Context: an optimization exercise on an open-source flow, tuned for small area. The choices shown serve that exercise and are no tape-out recipe. Only simulation tests tie the RTL to the original design; equivalence was not proved. The clock input has no modelled driver; a real chip could not lean on it and would need a root buffer or a full tree. Power figures rest on the tool's default switching activity, not on a simulated workload.

Design taxi_top, start of the top module:
module taxi_top(
	input [1:0] light,
	input restart,
	input endcar,
	input park,
	input showaltogether,
	input clk,
	input rst,
	input showdistance,
	input restartall,
	output [6:0] a_to_g,
	output [3:0] enable,
	output point
    );
Size: ~1000 cells after synthesis, roughly 86 flip-flops, roughly 6500 um2 of cells after synthesis.
Settings: LEC_CHECK=0, ABC_AREA=1, CAP_MARGIN=20, CORE_MARGIN=2, CORE_UTILIZATION=60, CTS_BUF_LIST=sky130_fd_sc_hd__clkbuf_2 sky130_fd_sc_hd__clkbuf_4 sky130_fd_sc_hd__clkbuf_8, SLEW_MARGIN=20; clock period 12.0 ns.
run.sh (not shown) runs the stock make flow with config.mk's settings and CLKGATE_MAP_FILE= SYNTH_SCRIPT=/design/flow/synth_recipe.tcl, a recipe that flattens the netlist after the stock synthesis.
The first run finished with timing, DRC and antenna clean.
Change:
==> flow/config.mk (replaced) <==
export PLATFORM = sky130hd
export DESIGN_NAME = taxi_top
export DESIGN_NICKNAME = taxi_top
export VERILOG_FILES = /design/flow/design.v
export SDC_FILE = /design/flow/constraint.sdc
export NUM_CORES = 4
export LEC_CHECK = 0
export CAP_MARGIN = 20
export CORE_MARGIN = 2
export CORE_UTILIZATION = 40
export SLEW_MARGIN = 20
The new run passed the timing, DRC and antenna checks; sequential power came out lower by about 3%; global-route usage came out lower by 8.8 points; worst setup slack degrades by 1400 ps; final area came out higher by 5.1%.

* * *

Setup of north:
Another version of the RTL of taxi_top (not shown whole).
Size: about 22 I/O pins, roughly 3900 um2 of cells after synthesis.
clock: 12.0 ns
lec_check: 0
cap_margin: 20
core_margin: 2
core_utilization: 70
slew_margin: 20
standard.sh (not shown) runs the stock make flow with config.mk's settings and CLKGATE_MAP_FILE= SYNTH_SCRIPT=/design/flow/synth_recipe.tcl, a recipe that flattens the netlist after the stock synthesis.
==> flow/flow/run.sh <==
#!/bin/bash
# Own layout flow: the standard flow (standard.sh) with these changes:
#  - synthesis maps the logic with an area-oriented abc script
#    (flow/abc_area.script) and without half/full-adder cells; the registers
#    are those of the standard synthesis;
#  - port buffers are the smallest buffer;
#  - clock tree: after CTS, a root buffer feeding 8 small leaf buffers, each
#    driving a location-based group of registers (flow/post_cts.tcl).
# The make output is in flow.log; each step's own log is under orfs/logs/.
set -euo pipefail
W=$(pwd)
export FLOW_ABC_SCRIPT=$W/flow/abc_area.script
export FLOW_FLOW_DIR=$W/flow
source $W/flow/cts.env
sed "s|SYNTH_SCRIPT=[^ ]*|SYNTH_SCRIPT=$W/flow/synth.tcl|" standard.sh > run_standard.sh
grep -q "SYNTH_SCRIPT=$W/flow/synth.tcl" run_standard.sh
bash run_standard.sh ADDER_MAP_FILE= "BUFFER_PORTS_ARGS=-buffer_cell sky130_fd_sc_hd__buf_1" \
  "CTS_ARGS=$CTS_ARGS" "POST_CTS_TCL=$W/flow/post_cts.tcl" finish > flow.log 2>&1
==> flow/flow/abc_area.script <==
strash
dc2
balance
rewrite
refactor
balance
rewrite
rewrite -z
balance
refactor -z
rewrite -z
balance
dc2
balance
rewrite
refactor
balance
rewrite
rewrite -z
balance
refactor -z
rewrite -z
balance
dc2
balance
rewrite
refactor
balance
rewrite
rewrite -z
balance
refactor -z
rewrite -z
balance
dch -f
amap
mfs
strash
dch -f
amap
mfs
strash
dch -f
amap
==> flow/flow/synth.tcl <==
# The standard flow's synthesis (synth_recipe.tcl) with one change: abc maps the logic with
# an area-oriented script (flow/abc_area.script) instead of ORFS's.
proc synth {args} { yosys synth -nofsm -noshare {*}$args }
rename source __orig_source
proc source {args} {
  set r [uplevel 1 [list __orig_source {*}$args]]
  if { [string match *synth_preamble.tcl [lindex $args end]] } {
    upvar #0 abc_args abc_args
    set i [lsearch -exact $abc_args -script]
    lset abc_args [expr {$i + 1}] $::env(FLOW_ABC_SCRIPT)
    puts "abc args: $abc_args"
  }
  return $r
}
source $::env(SCRIPTS_DIR)/synth.tcl
# left out here: clear keep_hierarchy, flatten, clean up, hide names made inside functions, write 1_2_yosys.v
Other scripts of this flow, unchanged in this note and not shown: flow/flow/clock_tree.tcl, flow/flow/cts.env, flow/flow/post_cts.tcl
--- input diff north..south ---
- swapping 70 for 80 in CORE_UTILIZATION
--- outcome ---
As of south, total detailed-routing wirelength had risen by a few percent compared to north. Worst-case headroom to the max-slew limit came out lower on south than on north. Compared with north, in south slew at the pin closest to its max-slew limit rose by 32 ps; combinational-cell power consumption up about 0.4%; via count went up by 1.9%; layout overhead on the synthesized area now smaller; area of the die fell about 12%. Against north, south comes in 0.2 points lower on portion of total power attributed to the clock network.
> inputs changed (south -> east)
- a change of CORE_UTILIZATION from 80 to 70
==> flow/flow/run.sh <==
#!/bin/bash
# Own layout flow: the standard flow (standard.sh) with these changes:
#  - synthesis maps the logic with several area-oriented abc scripts
#    (flow/abc_*.script), keeps the smallest result, and uses no half/full-
#    adder cells; the registers are those of the standard synthesis;
#  - port buffers are the smallest buffer;
#  - clock tree: after CTS, a root buffer feeding 8 small leaf buffers, each
#    driving a location-based group of registers (flow/post_cts.tcl).
# The make output is in flow.log; each step's own log is under orfs/logs/.
set -euo pipefail
W=$(pwd)

export FLOW_FLOW_DIR=$W/flow
source $W/flow/cts.env
sed "s|SYNTH_SCRIPT=[^ ]*|SYNTH_SCRIPT=$W/flow/synth.tcl|" standard.sh > run_standard.sh
grep -q "SYNTH_SCRIPT=$W/flow/synth.tcl" run_standard.sh
bash run_standard.sh ADDER_MAP_FILE= "BUFFER_PORTS_ARGS=-buffer_cell sky130_fd_sc_hd__buf_1" \
  "CTS_ARGS=$CTS_ARGS" "POST_CTS_TCL=$W/flow/post_cts.tcl" finish > flow.log 2>&1
==> flow/flow/abc_amap2d.script (new file) <==
strash
dc2
balance
rewrite
refactor
balance
rewrite
rewrite -z
balance
refactor -z
rewrite -z
balance
dc2
balance
rewrite
refactor
balance
rewrite
rewrite -z
balance
refactor -z
rewrite -z
balance
dch -f
amap
mfs
strash
dch -f
amap
==> flow/flow/abc_amap3.script (new file) <==
strash
dc2
balance
rewrite
refactor
balance
rewrite
rewrite -z
balance
refactor -z
rewrite -z
balance
dc2
balance
rewrite
refactor
balance
rewrite
rewrite -z
balance
refactor -z
rewrite -z
balance
dch -f
amap
strash
dch -f
amap
strash
dch -f
amap
==> flow/flow/abc_nf.script (new file) <==
strash
dc2
balance
rewrite
refactor
balance
rewrite
rewrite -z
balance
refactor -z
rewrite -z
balance
dc2
balance
rewrite
refactor
balance
rewrite
rewrite -z
balance
refactor -z
rewrite -z
balance
&get -n
&dch -f
&nf -R 1000
&put
==> flow/flow/abc_s3.script (new file) <==
strash
dc2
balance
rewrite
refactor
balance
rewrite
rewrite -z
balance
refactor -z
rewrite -z
balance
dc2
balance
rewrite
refactor
balance
rewrite
rewrite -z
balance
refactor -z
rewrite -z
balance
dch -f
amap
strash
dch -f
amap
strash
dch -f
amap
strash
dch -f
amap
==> flow/flow/abc_s5.script (new file) <==
strash
dc2
balance
rewrite
refactor
balance
rewrite
rewrite -z
balance
refactor -z
rewrite -z
balance
dc2
balance
rewrite
refactor
balance
rewrite
rewrite -z
balance
refactor -z
rewrite -z
balance
dc2
balance
rewrite
refactor
balance
rewrite
rewrite -z
balance
refactor -z
rewrite -z
balance
dch -f
amap
mfs
strash
dch -f
amap
mfs
strash
dch -f
amap
==> flow/flow/synth.tcl <==
# The standard flow's synthesis (synth_recipe.tcl) with one change: abc maps the logic
# with each of the area-oriented scripts flow/abc_*.script, and the smallest
# result (by the library's cell area) is kept.
proc synth {args} { yosys synth -nofsm -noshare {*}$args }
rename source __orig_source
proc source {args} {
  set r [uplevel 1 [list __orig_source {*}$args]]
  if { [string match *synth_preamble.tcl [lindex $args end]] } {
    rename abc __orig_abc
    proc abc {args} {
      set i [lsearch -exact $args -script]
      set scripts [lsort [glob $::env(FLOW_FLOW_DIR)/abc_*.script]]
      set lib [lindex $::env(LIB_FILES) 0]
      design -save __pre_abc
      set best ""; set best_area 1e18
      foreach s $scripts {
        design -load __pre_abc
        __orig_abc {*}[lreplace $args [expr {$i + 1}] [expr {$i + 1}] $s]
        set f $::env(OBJECTS_DIR)/abc_try_[file rootname [file tail $s]].txt
        tee -q -o $f stat -liberty $lib
        set fh [open $f]; set txt [read $fh]; close $fh
        regexp {Chip area for module '[^']*': ([0-9.]+)} $txt -> area
        puts "abc script [file tail $s]: area $area"
        if { $area < $best_area } { set best_area $area; set best $s }
      }
      puts "abc: keeping [file tail $best] (area $best_area)"
      design -load __pre_abc
      __orig_abc {*}[lreplace $args [expr {$i + 1}] [expr {$i + 1}] $best]
    }
  }
  return $r
}
source $::env(SCRIPTS_DIR)/synth.tcl
# left out here: clear keep_hierarchy, flatten, clean up, hide names made inside functions, write 1_2_yosys.v
removed: flow/flow/abc_area.script
## What came out
On cell count, the higher figure sits with east, not south.
Lower total chip power was reported by east, not south.
In the flow results for south and east, the first-pass GRT wire length is larger on east.
east against south: via count dropped 117; overall die area has increased; highest clock frequency the design can meet increased about 7%; setup slack of the critical path after layout higher.
In the metrics for south and east, the one carrying the higher source-to-sink clock delay at the later pin of the worst-skew pair is south.
Comparing south and east, the higher core utilization was measured on south.
Between east and south, it is east whose total net switching power is lower, by about 5%.
In every run of this note, the design's own scripts or RTL, not TritonCTS, make the clock network.

-- separate check: timing with driven ports --
How much do the figures lean on ideal ports? The routed layouts below were timed once more, with nothing changed but the port constraints.
Step 1 sets driving cells, clkbuf_16 on the clock port and buf_2 on the other inputs (assumed; they add their load-dependent delay and slew).
Step 2 adds t to the input delays and takes it off the output delays; t is the mean of the earliest and latest rising clock arrival at the registers after step 1. Input paths then give back, and output paths get back, about the clock's delay inside the block.
Three values: ideal, step 1, step 2; two values: the first two.
| run | shift t [ns] | setup WS [ns] | worst register clock-pin slew, ns | pins driven straight from the clock port |
|---|---|---|---|---|
| the first run of note 1 | 0.411 | 2.746 / 2.759 / 2.348 | 0.10 / 0.10 | 1 |
| the second run of note 1 | 0.390 | 1.343 / 1.364 / 0.974 | 0.06 / 0.06 | 1 |
| north | 0.466 | 1.429 / 1.429 / 0.963 | 0.11 / 0.11 | 1 |
| south | 0.476 | 1.691 / 1.693 / 1.218 | 0.11 / 0.11 | 1 |
| east | 0.453 | 2.365 / 2.370 / 1.917 | 0.11 / 0.11 | 1 |
After both steps setup and hold are still met in every run listed. For south, which loses most, drivers alone change the setup slack by +0.002 ns; drivers and shift together by -0.473 ns.
